This is an optimization exercise on Yosys and OpenROAD, whose aim is small area, a short achievable clock period and few clock cycles, not a production implementation. Where RTL was checked, it was by simulation tests only, not by an equivalence proof against the original. The flow treats the clock pin as an ideal source. Dropping or thinning the clock tree relies on that and would not hold on a real chip. No activity file was given, so power comes from the tool's default toggle rates.

==> flow/design.v <==
module ni_apb_bridge (
    input         clk,
    input         resetn,
    input  [15:0] i_flit,
    input         enable,
    output [15:0] o_flit,
    output        ready,
    output        valid_out,
    input  [31:0] prdata,
    input         pready,
    input         pslverr,
    output [13:0] paddr,
    output        psel,
    output        penable,
    output        pwrite,
    output [31:0] pwdata
);
  localparam [2:0] RX_IDLE = 3'b000, RX_B0 = 3'b001, RX_B1 = 3'b011, RX_B2 = 3'b010,
                   RX_B3 = 3'b110, RX_TL = 3'b111;
  reg [15:0] h_q, t_q, o_q;    
  reg [31:0] pw_q;             
  reg        e_q;              
  reg        rdy_q, psel_q, pen_q, vld_q;
  reg [2:0]  rx_q;
  reg        infl_q;           
  reg        pend_q;           
  reg [3:0]  bt_q;             
  wire take   = rdy_q & enable;
  wire xend   = pen_q & pready;
  wire ofree  = ~vld_q | bt_q[3];
  wire start  = (xend | pend_q) & ofree;
  wire [31:0] rd_perm = {prdata[1:0], prdata[31:18], prdata[17:2]};
  wire sel0 = (rx_q == RX_B0);
  wire sel1 = (rx_q == RX_B1);
  wire sel2 = (rx_q == RX_B2) & ~pen_q;
  wire [31:0] pw_d = {sel2 ? i_flit[2:1]  : rd_perm[31:30],
                      sel1 ? i_flit[15:1] : rd_perm[29:15],
                      sel0 ? i_flit[15:1] : rd_perm[14:0]};
  wire ld0 = xend | sel0;
  wire ld1 = xend | sel1;
  wire ld2 = xend | (rx_q == RX_B2);
  always @(posedge clk) begin
    if (!resetn) begin
      rdy_q  <= 1'b1;
      rx_q   <= RX_IDLE;
      infl_q <= 1'b0;
      psel_q <= 1'b0;
      pen_q  <= 1'b0;
      pend_q <= 1'b0;
      vld_q  <= 1'b0;
    end else begin
      case (rx_q)
        RX_IDLE: if (take) rx_q <= RX_B0;
        RX_B0:   rx_q <= RX_B1;
        RX_B1:   rx_q <= RX_B2;
        RX_B2:   rx_q <= RX_B3;
        RX_B3:   rx_q <= RX_TL;
        default: rx_q <= RX_IDLE;
      endcase
      if (take) infl_q <= 1'b1;
      else if (start) infl_q <= 1'b0;
      rdy_q <= ~take & (rx_q == RX_IDLE || rx_q == RX_TL) & (~infl_q | start);
      if ((rx_q == RX_B0 && !i_flit[1]) || (rx_q == RX_B2 && pw_q[0])) psel_q <= 1'b1;
      else if (xend) psel_q <= 1'b0;
      pen_q  <= psel_q & ~xend;
      pend_q <= (xend | pend_q) & ~start;
      if (start) vld_q <= 1'b1;
      else if (bt_q[3]) vld_q <= 1'b0;
    end
  end
  always @(posedge clk) begin
    if (rdy_q) h_q <= i_flit;
    if (rx_q == RX_TL) t_q <= i_flit;
    if (ld0) pw_q[14:0]  <= pw_d[14:0];
    if (ld1) pw_q[29:15] <= pw_d[29:15];
    if (ld2) pw_q[31:30] <= pw_d[31:30];
    if (pen_q) e_q <= pslverr;
    if (ofree) begin
      o_q  <= h_q;
      bt_q <= 4'b0000;
    end else begin
      bt_q <= {bt_q[2:0], ~|bt_q[2:0]};
      o_q  <= ({16{~|bt_q[2:0]}} & {2'b00, pw_q[29:16]})
            | ({16{bt_q[0]}} & pw_q[15:0])
            | ({16{bt_q[1]}} & {pw_q[31:30], e_q, 13'b0})
            | ({16{bt_q[2]}} & t_q);
    end
  end
  assign ready     = rdy_q;
  assign valid_out = vld_q;
  assign o_flit    = o_q;
  assign psel      = psel_q;
  assign penable   = pen_q;
  assign paddr     = pw_q[14:1];
  assign pwrite    = pw_q[0];
  assign pwdata    = pw_q;
endmodule
clock: 5.0 ns
lec_check: 0
cap_margin: 20
core_margin: 2
core_utilization: 50
place_density: 0.8
setup_slack_margin: 3.2
slew_margin: 20
standard.sh (not shown) runs the stock make flow with config.mk's settings and CLKGATE_MAP_FILE= SYNTH_SCRIPT=/design/flow/synth_recipe.tcl, a recipe that flattens the netlist after the stock synthesis.
==> flow/flow/run.sh <==
#!/bin/bash
# The standard layout, except:
#  - the port buffers are sky130_fd_sc_hd__buf_1 (buffer_ports otherwise
#    picks clkdlybuf4s50_1, a slow delay cell);
#  - the clock tree is four clkbuf_16 fed from the clock port, each driving
#    a quarter of the flip-flops (see mantree.tcl), in place of TritonCTS's
#    two-level H-tree.
set -euo pipefail
export BUFFER_PORTS_ARGS="-buffer_cell sky130_fd_sc_hd__buf_1"
export PRE_CTS_TCL="$PWD/flow/pre_cts.tcl"
bash standard.sh finish > standard_flow.log 2>&1
==> flow/flow/mantree.tcl <==
# Clock tree of NB clkbuf_16 buffers, each driving a slice of the flip-flops
# (sorted by x), all fed straight from the clock port.
proc manual_clock_tree { nb } {
  set block [ord::get_db_block]
  set clknet [$block findNet clk]
  set master [[ord::get_db] findMaster sky130_fd_sc_hd__clkbuf_16]
  set sinks {}
  foreach it [$clknet getITerms] {
    set inst [$it getInst]
    set bb [$inst getBBox]
    lappend sinks [list [expr {([$bb xMin] + [$bb xMax]) / 2}] [expr {([$bb yMin] + [$bb yMax]) / 2}] $it]
  }
  set sinks [lsort -integer -index 0 $sinks]
  set n [llength $sinks]
  for {set b 0} {$b < $nb} {incr b} {
    set lo [expr {$b * $n / $nb}]
    set hi [expr {($b + 1) * $n / $nb - 1}]
    set grp [lrange $sinks $lo $hi]
    set sx 0; set sy 0
    foreach s $grp { incr sx [lindex $s 0]; incr sy [lindex $s 1] }
    set cx [expr {$sx / [llength $grp]}]
    set cy [expr {$sy / [llength $grp]}]
    set inst [odb::dbInst_create $block $master clkman_$b]
    set net [odb::dbNet_create $block clkman_net_$b]
    $net setSigType CLOCK
    [$inst findITerm A] connect $clknet
    [$inst findITerm X] connect $net
    foreach s $grp {
      set it [lindex $s 2]
      $it disconnect
      $it connect $net
    }
    $inst setLocation $cx $cy
    $inst setPlacementStatus PLACED
  }
}
==> flow/flow/pre_cts.tcl <==
# Sourced by ORFS's cts.tcl before clock tree synthesis (PRE_CTS_TCL): build
# the clock tree by hand instead, as a few clkbuf_16 fed from the clock port.
source [file join [file dirname [info script]] mantree.tcl]
rename clock_tree_synthesis orfs_clock_tree_synthesis
proc clock_tree_synthesis { args } {
  manual_clock_tree 4
  set_propagated_clock [all_clocks]
}
Next try:
--- a/flow/design.v
+++ b/flow/design.v
@@ -15,31 +15,29 @@
     output        pwrite,
     output [31:0] pwdata
 );
   localparam [2:0] RX_IDLE = 3'b000, RX_B0 = 3'b001, RX_B1 = 3'b011, RX_B2 = 3'b010,
                    RX_B3 = 3'b110, RX_TL = 3'b111;
+  localparam [2:0] BT_HD = 3'b000, BT_F1 = 3'b001, BT_F2 = 3'b011, BT_F3 = 3'b010,
+                   BT_TL = 3'b110;
   reg [15:0] h_q, t_q, o_q;    
   reg [31:0] pw_q;             
   reg        e_q;              
   reg        rdy_q, psel_q, pen_q, vld_q;
   reg [2:0]  rx_q;
   reg        infl_q;           
   reg        pend_q;           
-  reg [3:0]  bt_q;             
+  reg [2:0]  bt_q;
   wire take   = rdy_q & enable;
   wire xend   = pen_q & pready;
-  wire ofree  = ~vld_q | bt_q[3];
+  wire ofree  = ~vld_q | (bt_q == BT_TL);
   wire start  = (xend | pend_q) & ofree;
   wire [31:0] rd_perm = {prdata[1:0], prdata[31:18], prdata[17:2]};
-  wire sel0 = (rx_q == RX_B0);
-  wire sel1 = (rx_q == RX_B1);
-  wire sel2 = (rx_q == RX_B2) & ~pen_q;
-  wire [31:0] pw_d = {sel2 ? i_flit[2:1]  : rd_perm[31:30],
-                      sel1 ? i_flit[15:1] : rd_perm[29:15],
-                      sel0 ? i_flit[15:1] : rd_perm[14:0]};
-  wire ld0 = xend | sel0;
-  wire ld1 = xend | sel1;
+  wire [31:0] wr_flit = {i_flit[2:1], i_flit[15:1], i_flit[15:1]};
+  wire [31:0] pw_d    = pen_q ? rd_perm : wr_flit;
+  wire ld0 = xend | (rx_q == RX_B0);
+  wire ld1 = xend | (rx_q == RX_B1);
   wire ld2 = xend | (rx_q == RX_B2);
   always @(posedge clk) begin
     if (!resetn) begin
       rdy_q  <= 1'b1;
       rx_q   <= RX_IDLE;
@@ -63,11 +61,11 @@
       if ((rx_q == RX_B0 && !i_flit[1]) || (rx_q == RX_B2 && pw_q[0])) psel_q <= 1'b1;
       else if (xend) psel_q <= 1'b0;
       pen_q  <= psel_q & ~xend;
       pend_q <= (xend | pend_q) & ~start;
       if (start) vld_q <= 1'b1;
-      else if (bt_q[3]) vld_q <= 1'b0;
+      else if (bt_q == BT_TL) vld_q <= 1'b0;
     end
   end
   always @(posedge clk) begin
     if (rdy_q) h_q <= i_flit;
     if (rx_q == RX_TL) t_q <= i_flit;
@@ -75,17 +73,18 @@
     if (ld1) pw_q[29:15] <= pw_d[29:15];
     if (ld2) pw_q[31:30] <= pw_d[31:30];
     if (pen_q) e_q <= pslverr;
     if (ofree) begin
       o_q  <= h_q;
-      bt_q <= 4'b0000;
+      bt_q <= BT_HD;
     end else begin
-      bt_q <= {bt_q[2:0], ~|bt_q[2:0]};
-      o_q  <= ({16{~|bt_q[2:0]}} & {2'b00, pw_q[29:16]})
-            | ({16{bt_q[0]}} & pw_q[15:0])
-            | ({16{bt_q[1]}} & {pw_q[31:30], e_q, 13'b0})
-            | ({16{bt_q[2]}} & t_q);
+      case (bt_q)
+        BT_HD:   begin o_q <= {2'b00, pw_q[29:16]};      bt_q <= BT_F1; end
+        BT_F1:   begin o_q <= pw_q[15:0];                bt_q <= BT_F2; end
+        BT_F2:   begin o_q <= {pw_q[31:30], e_q, 13'b0}; bt_q <= BT_F3; end
+        default: begin o_q <= t_q;                       bt_q <= BT_TL; end
+      endcase
     end
   end
   assign ready     = rdy_q;
   assign valid_out = vld_q;
   assign o_flit    = o_q;
The changed run ran to the end with no violations.
Total power goes down by about 1.8%.
Final area goes up by about 1.5%.
Register-to-register slack hardly moves.
Global-route usage goes up by 1.7 points.
Wire length goes up by 9.5%.
Final cell count goes up by 17%.
Setup slack barely changes.
Testbench counts after the change, summed over its fixed seeds: cycles 10,485.
Only the layout flow was run in the first run of this note; the RTL was not checked for function there. No run of this note takes its clock network from TritonCTS; it comes from the design's own scripts or RTL.


ni_apb_bridge, a different RTL version from the one above (not shown whole).
Size: ~280 cells after synthesis, ~3600 um2 of cells after synthesis.
==> module ni_apb_bridge, before the edit <==
module ni_apb_bridge (
    input         clk,
    input         resetn,
    input  [15:0] i_flit,
    input         enable,
    output [15:0] o_flit,
    output        ready,
    output        valid_out,
    input  [31:0] prdata,
    input         pready,
    input         pslverr,
    output [13:0] paddr,
    output        psel,
    output        penable,
    output        pwrite,
    output [31:0] pwdata
);
  localparam [2:0] RX_IDLE = 3'b000, RX_B0 = 3'b001, RX_B1 = 3'b011, RX_B2 = 3'b111,
                   RX_B3 = 3'b110, RX_TL = 3'b100;
  reg [15:0] h_q, t_q, o_q;    
  reg [31:0] pw_q;             
  reg        e_q;              
  reg        rdy_q, psel_q, pen_q, vld_q;
  reg [2:0]  rx_q;
  reg        infl_q;           
  reg        pend_q;           
  reg [3:0]  bt_q;             
  wire take   = rdy_q & enable;
  wire xend   = pen_q & pready;
  wire ofree  = ~vld_q | bt_q[3];
  wire start  = (xend | pend_q) & ofree;
  wire [31:0] rd_perm = {prdata[1:0], prdata[31:18], prdata[17:2]};
  wire [31:0] wr_flit = {i_flit[2:1], i_flit[15:1], i_flit[15:1]};
  wire rx_b01 = ~rx_q[2] & rx_q[0];    
  wire [31:0] pw_d = {(rx_b2 && !pen_q) ? wr_flit[31:30] : rd_perm[31:30],
                      rx_b01 ? wr_flit[29:0] : rd_perm[29:0]};
  wire rx_b0 = ~rx_q[1] & rx_q[0];
  wire rx_b1 = ~rx_q[2] & rx_q[1];
  wire rx_b2 = rx_q[2] & rx_q[0];
  wire rx_tl = rx_q[2] & ~rx_q[1];
  wire ld0 = xend | rx_b0;
  wire ld1 = xend | rx_b1;
  wire ld2 = xend | rx_b2;
  always @(posedge clk) begin
    if (!resetn) begin
      rdy_q  <= 1'b1;
      rx_q   <= RX_IDLE;
      infl_q <= 1'b0;
      psel_q <= 1'b0;
      pen_q  <= 1'b0;
      pend_q <= 1'b0;
      vld_q  <= 1'b0;
    end else begin
      if (rx_q != RX_IDLE || take) rx_q <= {rx_q[1:0], ~rx_q[2]};
      if (take) infl_q <= 1'b1;
      else if (start) infl_q <= 1'b0;
      rdy_q <= ~take & ~rx_q[1] & ~rx_q[0] & (~infl_q | start);    
      if ((rx_b0 && !i_flit[1]) || (rx_b2 && pw_q[0])) psel_q <= 1'b1;
      else if (xend) psel_q <= 1'b0;
      pen_q  <= psel_q & ~xend;
      pend_q <= (xend | pend_q) & ~start;
      if (start) vld_q <= 1'b1;
      else if (bt_q[3]) vld_q <= 1'b0;
    end
  end
  always @(posedge clk) begin
    if (rdy_q) h_q <= i_flit;
    if (rx_tl) t_q <= i_flit;
    if (ld0) pw_q[14:0]  <= pw_d[14:0];
    if (ld1) pw_q[29:15] <= pw_d[29:15];
    if (ld2) pw_q[31:30] <= pw_d[31:30];
    if (pen_q) e_q <= pslverr;
    if (ofree) begin
      o_q  <= h_q;
      bt_q <= 4'b0000;
    end else begin
      bt_q <= {bt_q[2:0], ~|bt_q[2:0]};
      o_q  <= ({16{~|bt_q[2:0]}} & {2'b00, pw_q[29:16]})
            | ({16{bt_q[0]}} & pw_q[15:0])
            | ({16{bt_q[1]}} & {pw_q[31:30], e_q, 13'b0})
            | ({16{bt_q[2]}} & t_q);
    end
  end
  assign ready     = rdy_q;
  assign valid_out = vld_q;
  assign o_flit    = o_q;
  assign psel      = psel_q;
  assign penable   = pen_q;
  assign paddr     = pw_q[14:1];
  assign pwrite    = pw_q[0];
  assign pwdata    = pw_q;
endmodule
Settings: LEC_CHECK=0, CAP_MARGIN=20, CORE_MARGIN=2, CORE_UTILIZATION=50, PLACE_DENSITY=0.8, SETUP_SLACK_MARGIN=3.2, SLEW_MARGIN=20; clock period 5.0 ns.
Scripts as last shown in full above: flow/flow/run.sh, flow/flow/mantree.tcl, flow/flow/pre_cts.tcl
Edit:
==> flow/design.v (replaced) <==
module ni_apb_bridge (
    input         clk,
    input         resetn,
    input  [15:0] i_flit,
    input         enable,
    output [15:0] o_flit,
    output        ready,
    output        valid_out,
    input  [31:0] prdata,
    input         pready,
    input         pslverr,
    output [13:0] paddr,
    output        psel,
    output        penable,
    output        pwrite,
    output [31:0] pwdata
);
  localparam [2:0] RX_IDLE = 3'b000, RX_B0 = 3'b001, RX_B1 = 3'b011, RX_B2 = 3'b010,
                   RX_B3 = 3'b110, RX_TL = 3'b111;
  localparam [2:0] BT_HD = 3'b000, BT_F1 = 3'b001, BT_F2 = 3'b011, BT_F3 = 3'b010,
                   BT_TL = 3'b110;
  reg [15:0] h_q, t_q, o_q;    
  reg [31:0] pw_q;             
  reg        e_q;              
  reg        rdy_q, psel_q, pen_q, vld_q;
  reg [2:0]  rx_q;
  reg        infl_q;           
  reg        pend_q;           
  reg [2:0]  bt_q;
  wire take   = rdy_q & enable;
  wire xend   = pen_q & pready;
  wire ofree  = ~vld_q | (bt_q == BT_TL);
  wire start  = (xend | pend_q) & ofree;
  wire [31:0] rd_perm = {prdata[1:0], prdata[31:18], prdata[17:2]};
  wire sel0 = (rx_q == RX_B0);
  wire sel1 = (rx_q == RX_B1);
  wire sel2 = (rx_q == RX_B2) & ~pen_q;
  wire [31:0] pw_d = {sel2 ? i_flit[2:1]  : rd_perm[31:30],
                      sel1 ? i_flit[15:1] : rd_perm[29:15],
                      sel0 ? i_flit[15:1] : rd_perm[14:0]};
  wire ld0 = xend | sel0;
  wire ld1 = xend | sel1;
  wire ld2 = xend | (rx_q == RX_B2);
  always @(posedge clk) begin
    if (!resetn) begin
      rdy_q  <= 1'b1;
      rx_q   <= RX_IDLE;
      infl_q <= 1'b0;
      psel_q <= 1'b0;
      pen_q  <= 1'b0;
      pend_q <= 1'b0;
      vld_q  <= 1'b0;
    end else begin
      case (rx_q)
        RX_IDLE: if (take) rx_q <= RX_B0;
        RX_B0:   rx_q <= RX_B1;
        RX_B1:   rx_q <= RX_B2;
        RX_B2:   rx_q <= RX_B3;
        RX_B3:   rx_q <= RX_TL;
        default: rx_q <= RX_IDLE;
      endcase
      if (take) infl_q <= 1'b1;
      else if (start) infl_q <= 1'b0;
      rdy_q <= ~take & (rx_q == RX_IDLE || rx_q == RX_TL) & (~infl_q | start);
      if ((rx_q == RX_B0 && !i_flit[1]) || (rx_q == RX_B2 && pw_q[0])) psel_q <= 1'b1;
      else if (xend) psel_q <= 1'b0;
      pen_q  <= psel_q & ~xend;
      pend_q <= (xend | pend_q) & ~start;
      if (start) vld_q <= 1'b1;
      else if (bt_q == BT_TL) vld_q <= 1'b0;
    end
  end
  always @(posedge clk) begin
    if (rdy_q) h_q <= i_flit;
    if (rx_q == RX_TL) t_q <= i_flit;
    if (ld0) pw_q[14:0]  <= pw_d[14:0];
    if (ld1) pw_q[29:15] <= pw_d[29:15];
    if (ld2) pw_q[31:30] <= pw_d[31:30];
    if (pen_q) e_q <= pslverr;
    if (ofree) begin
      o_q  <= h_q;
      bt_q <= BT_HD;
    end else begin
      case (bt_q)
        BT_HD:   begin o_q <= {2'b00, pw_q[29:16]};      bt_q <= BT_F1; end
        BT_F1:   begin o_q <= pw_q[15:0];                bt_q <= BT_F2; end
        BT_F2:   begin o_q <= {pw_q[31:30], e_q, 13'b0}; bt_q <= BT_F3; end
        default: begin o_q <= t_q;                       bt_q <= BT_TL; end
      endcase
    end
  end
  assign ready     = rdy_q;
  assign valid_out = vld_q;
  assign o_flit    = o_q;
  assign psel      = psel_q;
  assign penable   = pen_q;
  assign paddr     = pw_q[14:1];
  assign pwrite    = pw_q[0];
  assign pwdata    = pw_q;
endmodule
What happened:
- The new run completed without violations
- routed wire length increases by about 1.8%
- via count stays flat
- design area increases by about 8%
- utilization decreases by 2.3 points
- total power increases by about 2.6%
- area after synthesis increases by 10%
- cell count barely changes
- worst setup slack gets better by 0.028 ns
- fmax increases by about 1.6%
- die area increases by 9.7%
- first-iteration DRC count decreases by about 34%
- sequential share of layout area decreases by 4.5 points
No run of this note included a check of the RTL's function; only the layout flow was run. No run of this note takes its clock network from TritonCTS; it comes from the design's own scripts or RTL.

-- separate check: timing with driven ports --
The results above use ideal ports. As a check the final layouts listed here were re-extracted and re-timed, cells and wires unchanged.
Step 1 sets driving cells, clkbuf_16 on the clock port and buf_2 on the other inputs (assumed; they add their load-dependent delay and slew).
Step 2 also shifts input and output timing later by t, the mid clock arrival at the registers, as if the neighbouring blocks saw the same clock.
Three values: ideal, step 1, step 2; two values: the first two.
run	shift t [ns]	setup slack, ns	worst setup path after step 2	latest minus earliest clock arrival (ns)	worst register clock-pin slew, ns
the first run of note 1	0.224	3.224 / 3.152 / 3.058	input to register	0.003 / 0.003	0.09 / 0.09
the second run of note 1	0.225	3.223 / 3.153 / 3.051	input to register	0.015 / 0.014	0.10 / 0.10
the first run of note 2	0.221	3.206 / 3.138 / 3.059	input to register	0.007 / 0.007	0.09 / 0.09
the second run of note 2	0.220	3.233 / 3.166 / 3.155	input to register	0.007 / 0.007	0.09 / 0.09
After both steps every run listed still meets setup and hold. For the second run of note 1, which loses most, drivers alone change the setup slack by -0.070 ns; drivers and shift together by -0.172 ns.
